Context: an optimization exercise on an open-source flow, tuned for small area, a short achievable clock period and few clock cycles. The choices shown serve that exercise and are no tape-out recipe.
In this exercise RTL edits were held to simulation tests only and were not proved equivalent to the original.
Power figures rest on the tool's default switching activity, not on a simulated workload.

--- config.mk ---
export PLATFORM = sky130hd
export DESIGN_NAME = MyDesign
export DESIGN_NICKNAME = MyDesign
export VERILOG_FILES = /design/flow/design.v
export SDC_FILE = /design/flow/constraint.sdc
export NUM_CORES = 4
export LEC_CHECK = 0
export CAP_MARGIN = 20
export CORE_MARGIN = 2
export CORE_UTILIZATION = 40
export SLEW_MARGIN = 20
--- constraint.sdc ---
create_clock -name core_clock -period 11.0 [get_ports {clk}]
set_input_delay 2.2000 -clock core_clock [delete_from_list [all_inputs] [get_ports {clk}]]
set_output_delay 2.2000 -clock core_clock [all_outputs]
set_load 0.01 [all_outputs]
--- design.v ---
`timescale 1ns / 1ps
module MyDesign (
    input   wire dut_run                    ,    
    output  reg  dut_busy                   ,    
    input   wire reset_b                    ,    
    input   wire clk                        ,    
    output reg        input_sram_write_enable    ,    
    output wire [11:0] input_sram_write_addresss  ,    
    output wire [15:0] input_sram_write_data      ,    
    output reg [11:0] input_sram_read_address    ,    
    input  wire [15:0] input_sram_read_data      ,    
    output reg        output_sram_write_enable    ,    
    output reg [11:0] output_sram_write_addresss  ,    
    output reg [15:0] output_sram_write_data      ,    
    output wire [11:0] output_sram_read_address    ,    
    input  wire [15:0] output_sram_read_data      ,    
    output wire scratchpad_sram_write_enable    ,    
    output wire [11:0] scratchpad_sram_write_addresss  ,    
    output wire [15:0] scratchpad_sram_write_data      ,    
    output wire [11:0] scratchpad_sram_read_address    ,    
    input  wire [15:0] scratchpad_sram_read_data      ,    
    output reg        weights_sram_write_enable    ,    
    output wire [11:0] weights_sram_write_addresss  ,    
    output wire [15:0] weights_sram_write_data      ,    
    output reg [11:0] weights_sram_read_address    ,    
    input  wire [15:0] weights_sram_read_data          
  );
  parameter STATE_IDLE         = 4'b0000;   
  parameter STATE_READ_WEIGHT  = 4'b0001;   
  parameter STATE_SAVE_WEIGHT  = 4'b0010;   
  parameter STATE_READ_INPUT_1 = 5'd3;      
  parameter STATE_READ_INPUT_2 = 5'd4;      
  parameter STATE_READ_INPUT_3 = 5'd5;      
  parameter STATE_READ_INPUT_4 = 5'd6;      
  parameter STATE_READ_INPUT_5 = 5'd7;      
  parameter STATE_READ_INPUT_6 = 5'd8;      
  parameter STATE_READ_INPUT_7 = 5'd9;      
  parameter STATE_READ_INPUT_8 = 5'd10;     
  parameter STATE_READ_INPUT_9 = 5'd11;     
  parameter STATE_COMPUTE_OUTPUT = 5'd12;   
  parameter STATE_WRITE_OUTPUT  = 5'd13;    
  reg  [5:0] current_state;                 
  reg signed [15:0] input_buffer [5:0];    
  wire signed [7:0] processed_input [17:0];  
  reg signed [7:0] weight_buffer [9:0];    
  wire signed [15:0] multiplied_results [8:0];   
  wire signed [15:0] multiplied_results2[8:0];   
  wire signed [19:0] final_output;         
  wire signed [19:0] final_output2;        
  reg signed [15:0] relu_output;           
  reg [11:0] input_address, weight_address, output_address;  
  reg [10:0] row_counter;                                    
  always @(posedge clk)
  begin
    if (~reset_b)
    begin   
      current_state <= STATE_IDLE;
      dut_busy <= 1'b0;
      weights_sram_write_enable <= 1'b0;
      weights_sram_read_address <= 12'b0;
      input_sram_write_enable <= 1'b0;
      input_sram_read_address <= 12'b0;
      output_sram_write_enable <= 1'b0;
      output_sram_write_addresss <= 12'b0;
      output_sram_write_data <= 16'b0;
      input_address <= 12'b0;
      weight_address <= 12'b0;
      output_address <= 12'b0;
      row_counter <= 10'd0;
    end
    else
    begin
      case (current_state)
        STATE_IDLE:
        begin
          if (dut_run)
          begin
            current_state <= STATE_READ_WEIGHT;
            weights_sram_read_address <= 12'b0;
            input_sram_write_enable <= 1'b0;
            input_sram_read_address <= 12'b0;
            output_sram_write_enable <= 1'b0;
            output_sram_write_addresss <= 12'b0;
            output_sram_write_data <= 16'b0;
            input_address <= 12'b0;
            weight_address <= 12'b0;
            output_address <= 12'b0;
          end
          else
          begin
            current_state <= STATE_IDLE;   
            dut_busy <= 1'b0;
          end
        end
        STATE_READ_WEIGHT:
        begin
          dut_busy <= 1'b1;
          current_state <= STATE_SAVE_WEIGHT;
          weights_sram_write_enable <= 1'b0;
          weights_sram_read_address <= weight_address;   
          weight_address <= weight_address + 1'b1;       
        end
        STATE_SAVE_WEIGHT:
        begin
          if (weight_address > 0)
          begin
            {weight_buffer[(weights_sram_read_address*2)-2'd2], weight_buffer[(weights_sram_read_address*2)-2'd1]} <= weights_sram_read_data;
          end
          if (weight_address > 5)
          begin
            current_state <= STATE_READ_INPUT_1;
          end
          else
          begin
            current_state <= STATE_READ_WEIGHT;
          end
        end
        STATE_READ_INPUT_1:
        begin
          current_state <= STATE_READ_INPUT_2;
          output_sram_write_enable <= 1'b0;
          input_sram_write_enable <= 1'b0;
          input_sram_read_address <= input_address;
        end
        STATE_READ_INPUT_2:
        begin
          current_state <= STATE_READ_INPUT_3;
          input_sram_read_address <= input_address + 1'd1;
        end
        STATE_READ_INPUT_3:
        begin
          current_state <= STATE_READ_INPUT_4;
          input_sram_read_address <= input_address + 5'd8;
          input_buffer[0] <= input_sram_read_data;
        end
        STATE_READ_INPUT_4:
        begin
          current_state <= STATE_READ_INPUT_5;
          input_sram_read_address <= input_address + 5'd9;
          input_buffer[1] <= input_sram_read_data;
        end
        STATE_READ_INPUT_5:
        begin
          current_state <= STATE_READ_INPUT_6;
          input_sram_read_address <= input_address + 5'd16;
          input_buffer[2] <= input_sram_read_data;
        end
        STATE_READ_INPUT_6:
        begin
          current_state <= STATE_READ_INPUT_7;
          input_sram_read_address <= input_address + 5'd17;
          input_buffer[3] <= input_sram_read_data;
        end
        STATE_READ_INPUT_7:
        begin
          current_state <= STATE_READ_INPUT_8;
          input_buffer[4] <= input_sram_read_data;
        end
        STATE_READ_INPUT_8:
        begin
          current_state <= STATE_READ_INPUT_9;
          input_buffer[5] <= input_sram_read_data;
          if (row_counter > 5)
          begin
            input_address <= input_address + 2'd2;
            row_counter <= 8'd0;
          end
          else
          begin
            input_address <= input_address + 1'b1;
            row_counter <= row_counter + 1'b1;
          end
        end
        STATE_READ_INPUT_9:
        begin
          current_state <= STATE_COMPUTE_OUTPUT;
          if (final_output > 127)
          begin
            relu_output[15:8] <= 8'd127;
          end
          else if (final_output < 0)
          begin
            relu_output[15:8] <= 8'd0;
          end
          else
          begin
            relu_output[15:8] <= final_output;
          end
          if (final_output2 > 127)
          begin
            relu_output[7:0] <= 8'd127;
          end
          else if (final_output2 < 0)
          begin
            relu_output[7:0] <= 8'd0;
          end
          else
          begin
            relu_output[7:0] <= final_output2;
          end
        end
        STATE_COMPUTE_OUTPUT:
        begin
          output_sram_write_enable <= 1'b1;
          output_sram_write_addresss <= output_address;
          output_sram_write_data <= relu_output;   
          output_address <= output_address + 1'b1;
          if (input_address > 110)
          begin
            current_state <= STATE_WRITE_OUTPUT;
          end
          else
          begin
            current_state <= STATE_READ_INPUT_1;
          end
        end
        STATE_WRITE_OUTPUT:
        begin
          current_state <= STATE_IDLE;
          output_sram_write_enable <= 1'b0;
          dut_busy <= 1'b0;   
        end
        default:
        begin
          current_state <= STATE_IDLE;
        end
      endcase
    end
  end
  assign input_sram_write_addresss = 12'b0;
  assign input_sram_write_data = 16'b0;
  assign output_sram_read_address = 12'b0;
  assign scratchpad_sram_write_enable = 1'b0;
  assign scratchpad_sram_write_addresss = 12'b0;
  assign scratchpad_sram_write_data = 16'b0;
  assign scratchpad_sram_read_address = 12'b0;
  assign weights_sram_write_addresss = 12'b0;
  assign weights_sram_write_data = 16'b0;
  assign processed_input[0] = input_buffer[0][15:8];
  assign processed_input[1] = input_buffer[0][7:0];
  assign processed_input[2] = input_buffer[1][15:8];
  assign processed_input[3] = input_buffer[2][15:8];
  assign processed_input[4] = input_buffer[2][7:0];
  assign processed_input[5] = input_buffer[3][15:8];
  assign processed_input[6] = input_buffer[4][15:8];
  assign processed_input[7] = input_buffer[4][7:0];
  assign processed_input[8] = input_buffer[5][15:8];
  assign processed_input[9] = input_buffer[0][7:0];
  assign processed_input[10] = input_buffer[1][15:8];
  assign processed_input[11] = input_buffer[1][7:0];
  assign processed_input[12] = input_buffer[2][7:0];
  assign processed_input[13] = input_buffer[3][15:8];
  assign processed_input[14] = input_buffer[3][7:0];
  assign processed_input[15] = input_buffer[4][7:0];
  assign processed_input[16] = input_buffer[5][15:8];
  assign processed_input[17] = input_buffer[5][7:0];
  assign multiplied_results[0] = processed_input[0]*weight_buffer[0];
  assign multiplied_results[1] = processed_input[1]*weight_buffer[1];
  assign multiplied_results[2] = processed_input[2]*weight_buffer[2];
  assign multiplied_results[3] = processed_input[3]*weight_buffer[3];
  assign multiplied_results[4] = processed_input[4]*weight_buffer[4];
  assign multiplied_results[5] = processed_input[5]*weight_buffer[5];
  assign multiplied_results[6] = processed_input[6]*weight_buffer[6];
  assign multiplied_results[7] = processed_input[7]*weight_buffer[7];
  assign multiplied_results[8] = processed_input[8]*weight_buffer[8];
  assign final_output = multiplied_results[0]+multiplied_results[1]+multiplied_results[2]+multiplied_results[3]+multiplied_results[4]+multiplied_results[5]+multiplied_results[6]+multiplied_results[7]+multiplied_results[8];
  assign multiplied_results2[0] = processed_input[9]*weight_buffer[0];
  assign multiplied_results2[1] = processed_input[10]*weight_buffer[1];
  assign multiplied_results2[2] = processed_input[11]*weight_buffer[2];
  assign multiplied_results2[3] = processed_input[12]*weight_buffer[3];
  assign multiplied_results2[4] = processed_input[13]*weight_buffer[4];
  assign multiplied_results2[5] = processed_input[14]*weight_buffer[5];
  assign multiplied_results2[6] = processed_input[15]*weight_buffer[6];
  assign multiplied_results2[7] = processed_input[16]*weight_buffer[7];
  assign multiplied_results2[8] = processed_input[17]*weight_buffer[8];
  assign final_output2 = multiplied_results2[0]+multiplied_results2[1]+multiplied_results2[2]+multiplied_results2[3]+multiplied_results2[4]+multiplied_results2[5]+multiplied_results2[6]+multiplied_results2[7]+multiplied_results2[8];
endmodule
--- run.sh ---
#!/bin/bash
# synth_recipe.tcl (not shown) runs the flow's synth.tcl, then flattens the netlist and writes it again
# the make line also repeats each setting of config.mk as NAME=value (left out here)
make -C /OpenROAD-flow-scripts/flow DESIGN_CONFIG=/design/flow/config.mk WORK_HOME=/design/flow/orfs CLKGATE_MAP_FILE= SYNTH_SCRIPT=/design/flow/synth_recipe.tcl finish
==> run summary <==
[worst paths after layout]
| path | start | endpoint | slack [ns] | cells after the start |
|---|---|---|---|---|
| max | weight_buffer[4][1] | relu_output[10] | 1.14 | 23 |
| max reg2reg | weight_buffer[4][1] | relu_output[10] | 1.14 | 23 |
| min | output_sram_write_data[3] | output_sram_write_data[3] | 0.47 | 2 |
| min reg2reg | output_sram_write_data[3] | output_sram_write_data[3] | 0.47 | 2 |
[per-layer routing]
layer,GRT usage,vias up
met5,0,-
met4,0.0994,16
met3,0.0421,449
met2,0.414,1310
met1,0.287,22500
li1,-,18300
[layout make-up]
type,instances,share of cell area
multi-input cells,4086,0.711
flip-flops and latches,289,0.112
inverters,1801,0.0995
well taps,2072,0.0382
repair buffers,153,0.0203
clock buffers,43,0.0141
clock inverters,23,0.00448
diodes,2,0.0000737
[power by group through the flow]
stage               clock [W]  combinational, W  sequential (W)
floorplan                   0          0.000855         0.00120
global placement            0           0.00123         0.00121
detailed placement          0           0.00124         0.00121
CTS                   0.00135           0.00125         0.00118
global route          0.00139           0.00136         0.00118
finish                0.00133           0.00124         0.00118
[metrics by stage]
stage,instances,instance area [µm²],utilization,total power (W),hold slack (ns)
after floorplan,6473,64200,-,0.00206,0.445
after global placement,8400,66600,0.421,0.00244,0.457
after detailed placement,8400,66600,0.421,0.00245,0.460
after CTS,8466,67900,0.429,0.00378,0.469
after global routing,8467,67900,0.429,0.00393,0.495
final,8469,67900,0.429,0.00376,0.469
[state kept, by name, summed over array words and instances (netlist names)]
name                        flops
output_sram_write_data         16
output_sram_write_addresss     12
input_buffer                   96
row_counter                    11
relu_output                    16
input_address                  12
input_sram_read_address        12
current_state                   4
weight_buffer                  72
weights_sram_read_address      12
output_address                 12
output_sram_write_enable        1
dut_busy                        1
weight_address                 12
[cells in the final DEF, fill, tap and decap left out, types with 39 or more instances in the layout]
master / n
xnor2_1: 44
o21ai_0: 53
inv_1: 1798
and2_1: 641
mux2_2: 39
nor2b_1: 70
nor2_1: 113
nand2_1: 514
clkdlybuf4s50_1: 88
a21oi_1: 114
conb_1: 113
dfxtp_1: 105
ha_1: 391
fa_1: 1577
edfxtp_1: 184
buf_4: 64
nand2b_1: 59
nand3_1: 74
[worst max-delay path, cell delays in order, from the launching register on]
cell	delay [ns]
edfxtp_1	1.04
nand2_1	0.52
fa_1	0.67
inv_1	0.06
fa_1	0.53
inv_1	0.06
fa_1	0.47
fa_1	0.55
inv_1	0.06
fa_1	0.48
fa_1	0.62
fa_1	0.49
fa_1	0.48
fa_1	0.50
inv_1	0.06
fa_1	0.48
inv_1	0.04
ha_1	0.40
a2111oi_0	0.14
a211oi_1	0.82
nor3_1	0.11
a211oi_1	0.30
o2111a_1	0.52
a31oi_1	0.14
[cells by family (layout without fill, tap and decap cells)]
kind of cell	after synthesis	in the layout	share of synthesized area
buf+inv	2098	2020	0.130
compound gates	308	308	0.0311
fa+ha+maj	1968	1968	0.572
mux	45	45	0.00791
flops	289	289	0.120
simple gates	1595	1595	0.131
other cells	1	115	0.0000588
xor+xnor	57	57	0.00795
==> results.sh <==
export IMPL_hold_buffers=0
export IMPL_synth_warnings=2
export IMPL_insertion_delay_ns=0.60
export IMPL_top_layer_used="met5"
export IMPL_hpwl_um=158000
export IMPL_grt_pass1_vias=47900
export IMPL_wl_met1_um=70100
export IMPL_multi_input_area_um2=48300
export IMPL_syn_inst=6361
export IMPL_cts_root_buf="clkbuf_16"
export IMPL_ios=232
export IMPL_rows=146
export IMPL_clk_pin_slew_ns=0.06
export IMPL_required_ns=11.29
export IMPL_max_freq_mhz=101
export IMPL_vias=42600
export IMPL_power_density_nw_per_um2=55.4
export IMPL_cts_made_buffers=37
export IMPL_synth_area_leaders="fa_1 50%, inv_1 11%, edfxtp_1 8.7%"
export IMPL_max_cap_violations=0
export IMPL_ys_seq_area_frac=0.120
export IMPL_htree_levels=2
export IMPL_dr_pass1_iters=5
export IMPL_yosys_most_used_dff="edfxtp_1"
export IMPL_period_minus_slack_ns=9.86
export IMPL_leakage_nw=32.9
export IMPL_worst_pin_slew_ns=1.17
export IMPL_slew_headroom=0.217
export IMPL_cp_start_kind="flip-flop"
export IMPL_drive_gt1_frac=0.0306
export IMPL_finalHoldViolations=0
export IMPL_rsz0062_at_grt="false"
export IMPL_die_area_um2=163000
export IMPL_yosys_cell_types_count=85
export IMPL_gp_congestion=0.951
export IMPL_avgViaCountPerCell=5.03
export IMPL_fin_tns_setup_ns=0
export IMPL_routed_wirelength_um=187000
export IMPL_layout_setup_ws_ns=1.14
export IMPL_pwr_share_clk=0.355
export IMPL_p_sw_w=0.00135
export IMPL_die_w_um=403
export IMPL_place_ws_ns=1.16
export IMPL_cts_sinks=289
export IMPL_drtAntennaViolNets=0
export IMPL_portBuffers=88
export IMPL_combPwrFrac=0.331
export IMPL_fp_dieH_um=403
export IMPL_clockBufferDepth=3
export IMPL_wl_met2_um=93900
export IMPL_yosysTopAreaCell="fa_1"
export IMPL_initial_core_util=0.403
export IMPL_setup_violations=0
export IMPL_status="complete, no violations"
export IMPL_yosysMostFrequentCell="inv_1"
export IMPL_critPathKind="flip-flop to flip-flop"
export IMPL_period_share=0.897
export IMPL_nets=8403
export IMPL_async_flop_share=0
export IMPL_yosys_register_bits=289
export IMPL_cts_tree="done"
export IMPL_syn_area_per_cell_um2=10.0
export IMPL_grt_ovfl_total=0
export IMPL_critPathCaptureType="flip-flop"
export IMPL_wl_met3_um=13700
export IMPL_syn_cell_area_um2=63800
export IMPL_coreArea_um2=158000
export IMPL_fillers=15300
export IMPL_worst_ir_drop_vdd_mv=0.0871
export IMPL_p_seq_frac=0.314
export IMPL_synth_top_area_share=0.495
export IMPL_slew_violations=0
export IMPL_antenna_found_initial=31
export IMPL_p_sw_frac=0.358
export IMPL_arrival_ns=10.15
export IMPL_drt_iter0_drc=2928
export IMPL_cts_setup_buffers=0
export IMPL_skew_ns=0.0412
export IMPL_grt_pass1_wl_um=285000
export IMPL_grt_total_usage=0.237
export IMPL_wire_per_inst_um=22.1
export IMPL_synth_edff_count=184
export IMPL_power_internal_w=0.00241
export IMPL_areaGrowthSynthToFinish_pct=6.49
export IMPL_synth_common_cells="1798 x inv_1, 1577 x fa_1, 641 x and2_1"
export IMPL_cts_resized=0
export IMPL_route_detailed_drc=0
export IMPL_hp_class="flip-flop to flip-flop"
export IMPL_ff_latch_area_um2=7630
export IMPL_grt_max_degree=64
export IMPL_critPathMaxFanout=16
Testbench counts, summed over its fixed seeds: cycles 63,608.

-- port drivers added, routing unchanged --
In the flow no input, the clock included, has a driving cell. The finished layout below was timed again as built, in two steps.
Step 1 assumes that a clkbuf_16 drives the clock port and a buf_2 every other input.
Step 2 moves the port delays by t, midway between the first and last clock arrival at a register: inputs arrive t later, outputs are due t later. That takes back most of the time a late clock gives input paths.
a / b / c = ideal / step 1 / step 2; a / b = the first two.
shift t [ns]: 0.646
slack for setup (ns): 1.136 / 1.136 / 1.136
worst setup path at the end: register to register
worst data-port slew with drivers (ns): 0.22
After both steps setup and hold are still met in this run. For this run, drivers alone change the setup slack by 0.000 ns; drivers and shift together by 0.000 ns.
